Context: an optimization exercise on an open-source flow, tuned for small area and a short achievable clock period. The choices shown serve that exercise and are no tape-out recipe.
Only simulation tests tie the RTL to the original design; equivalence was not proved.
The clock port is modelled as an ideal driver; clocking choices that lean on that would not hold on a real chip.

## oak
==> flow/design.v (excerpt) <==
module bbtronenhancedCPU (clock, reset, switches, instr_addr, instr_data, wire_out1, wire_out2, wire_out3, wire_negative);
Size in the first run: roughly 2000 flip-flops, about 88 I/O pins, about 0.13 mm2 of cells after synthesis.
==> flow/config.mk <==
export PLATFORM = sky130hd
export DESIGN_NAME = bbtronenhancedCPU
export DESIGN_NICKNAME = bbtronenhancedCPU
export VERILOG_FILES = /design/flow/design.v
export SDC_FILE = /design/flow/constraint.sdc
export NUM_CORES = 4
export LEC_CHECK = 0
export ABC_AREA = 1
export CAP_MARGIN = 20
export CORE_MARGIN = 2
export CORE_UTILIZATION = 40
export PLACE_DENSITY = 0.6
export SLEW_MARGIN = 20
==> flow/constraint.sdc <==
create_clock -name core_clock -period 140.0 [get_ports {clock}]
set_input_delay 28.0000 -clock core_clock [delete_from_list [all_inputs] [get_ports {clock}]]
set_output_delay 28.0000 -clock core_clock [all_outputs]
set_load 0.01 [all_outputs]
standard.sh (not shown) runs the stock make flow with config.mk's settings and CLKGATE_MAP_FILE= SYNTH_SCRIPT=/design/flow/synth_recipe.tcl, a recipe that flattens the netlist after the stock synthesis.
==> flow/flow/run.sh <==
#!/bin/bash
# The standard layout (standard.sh) with one extra step: after clock tree
# synthesis, flow/post_cts.tcl runs a further setup repair pass (ORFS's
# POST_CTS_TCL hook). Each tool's output goes to a log file in this folder.
set -euo pipefail
here=$(pwd)
export POST_CTS_TCL="$here/flow/post_cts.tcl"
bash standard.sh synth > "$here/standard_synth.log" 2>&1
bash standard.sh > "$here/standard_layout.log" 2>&1
==> flow/flow/post_cts.tcl <==
# Extra setup repair after CTS. The design's clock period leaves positive
# slack, so ORFS's own repair pass stops at once; this one keeps resizing and
# buffering the critical paths until they gain the margin below (or no move
# helps), then legalises the placement again.
if { [env_var_exists_and_non_empty DONT_USE_CELLS] } {
  set_dont_use $::env(DONT_USE_CELLS)
}
estimate_parasitics -placement
report_worst_slack -max
repair_timing -setup -setup_margin 80 -repair_tns 0 -verbose
detailed_placement
check_placement -verbose
estimate_parasitics -placement
report_worst_slack -max
report_worst_slack -min
### oak -> pine
==> flow/run.sh (new file) <==
#!/bin/bash
# synth_recipe.tcl (not shown) runs the flow's synth.tcl, then flattens the netlist and writes it again
# the make line also repeats each setting of config.mk as NAME=value (left out here)
make -C /OpenROAD-flow-scripts/flow DESIGN_CONFIG=/design/flow/config.mk WORK_HOME=/design/flow/orfs CLKGATE_MAP_FILE= SYNTH_SCRIPT=/design/flow/synth_recipe.tcl finish
removed: flow/flow/run.sh
removed: flow/flow/post_cts.tcl
removed: flow/standard.sh
Results
Number of gates on the worst path with buffers counted (higher): pine. Sort oak and pine by final clock period utilization by the worst path asc -> top: oak. pine vs. oak: actual slew at the worst max-slew pin went down by 10 ps. Against oak as the reference, pine delivers a lower initial antenna violation count.
Modified inputs, birch compared to pine
==> flow/flow/run.sh (new file) <==
#!/bin/bash
# The standard layout (standard.sh) with one extra step: after clock tree
# synthesis, flow/post_cts.tcl runs a further setup repair pass (ORFS's
# POST_CTS_TCL hook). Each tool's output goes to a log file in this folder.
set -euo pipefail
here=$(pwd)
export POST_CTS_TCL="$here/flow/post_cts.tcl"
bash standard.sh synth > "$here/standard_synth.log" 2>&1
bash standard.sh > "$here/standard_layout.log" 2>&1
==> flow/flow/post_cts.tcl (new file) <==
# Extra setup repair after CTS. The design's clock period leaves positive
# slack, so ORFS's own repair pass stops at once; this one keeps resizing and
# buffering the critical paths until they gain the margin below (or no move
# helps), then legalises the placement again. Only resizing and buffering:
# no pin swaps, gate clones or buffer removal, so the netlist keeps the
# synthesized logic structure gate for gate.
if { [env_var_exists_and_non_empty DONT_USE_CELLS] } {
  set_dont_use $::env(DONT_USE_CELLS)
}
estimate_parasitics -placement
report_worst_slack -max
repair_timing -setup -setup_margin 80 -repair_tns 0 -skip_pin_swap -skip_gate_cloning -skip_buffer_removal -verbose
detailed_placement
check_placement -verbose
estimate_parasitics -placement
report_worst_slack -max
report_worst_slack -min
==> flow/standard.sh (new file) <==
#!/bin/bash
# synth_recipe.tcl (not shown) runs the flow's synth.tcl, then flattens the netlist and writes it again
# the make line also repeats each setting of config.mk as NAME=value (left out here)
make -C /OpenROAD-flow-scripts/flow DESIGN_CONFIG=/design/flow/config.mk WORK_HOME=/design/flow/orfs CLKGATE_MAP_FILE= SYNTH_SCRIPT=/design/flow/synth_recipe.tcl "${@:-finish}"
removed: flow/run.sh
Results
Of birch and pine, the run reporting the higher wire length of the first global-routing pass was birch.
birch vs pine — number of ordinary and repair buffers in the finished layout climbed by more than 100%
Setup WNS pine -> birch: better
birch reports its worst setup path endpoint as rf[16].r[20] while pine reports rf[26].r[27].
Summary of birch over pine: share of synthesized cell area in full adder, half adder and majority cells about even, met3 wire length increased about 14%, antenna diode instance count went up 76%, path depth of the worst reg2reg path stayed essentially flat.
diff inputs: birch => maple
- swapping 40 for 45 in CORE_UTILIZATION
- swapping 0.6 for 0.65 in PLACE_DENSITY
### Flow results
Cell area reported after detailed placement is lower on maple. Relative to birch, the final standard cell count with taps included and fillers excluded of maple is lower by about 3%. Going from birch to maple, xor/xnor share of the synthesized area stayed essentially flat; worst hold slack across all endpoints rose by 5.4 ps; clock transition at the registers of the reported paths stayed essentially flat; number of non-clock buffers in the layout fell by about 12%. Against birch, the final cell area of maple is lower. Compared with birch, layout filler cell count in maple decreased by more than 10%. maple ends up with a fraction of area in registers that is 0.38 points higher than in birch.

-- re-timing with driven ports --
Ports are ideal in the flow. The routed layouts listed here were re-timed in OpenROAD. Step 1 sets driving cells, clkbuf_16 on the clock port and buf_2 on the other inputs (assumed; they add their load-dependent delay and slew). Step 2 moves the port delays by t, midway between the first and last clock arrival at a register: inputs arrive t later, outputs are due t later. That takes back most of the time a late clock gives input paths. Slacks: ideal ports / drivers / drivers and shift; pairs: ideal ports / drivers.
run | t (ns) | setup WS [ns] | latest minus earliest clock arrival (ns) | slew at the worst register clock pin (ns)
oak | 0.932 | 49.374 / 49.411 / 48.479 | 0.079 / 0.080 | 0.07 / 0.07
pine | 0.924 | 28.994 / 29.035 / 28.110 | 0.079 / 0.079 | 0.07 / 0.07
birch | 0.930 | 50.841 / 50.866 / 49.936 | 0.078 / 0.078 | 0.07 / 0.07
maple | 0.977 | 50.700 / 50.716 / 49.739 | 0.121 / 0.122 | 0.07 / 0.07
After both steps setup and hold are still met in every run listed. For maple, which loses most, drivers alone change the setup slack by +0.016 ns; drivers and shift together by -0.961 ns.
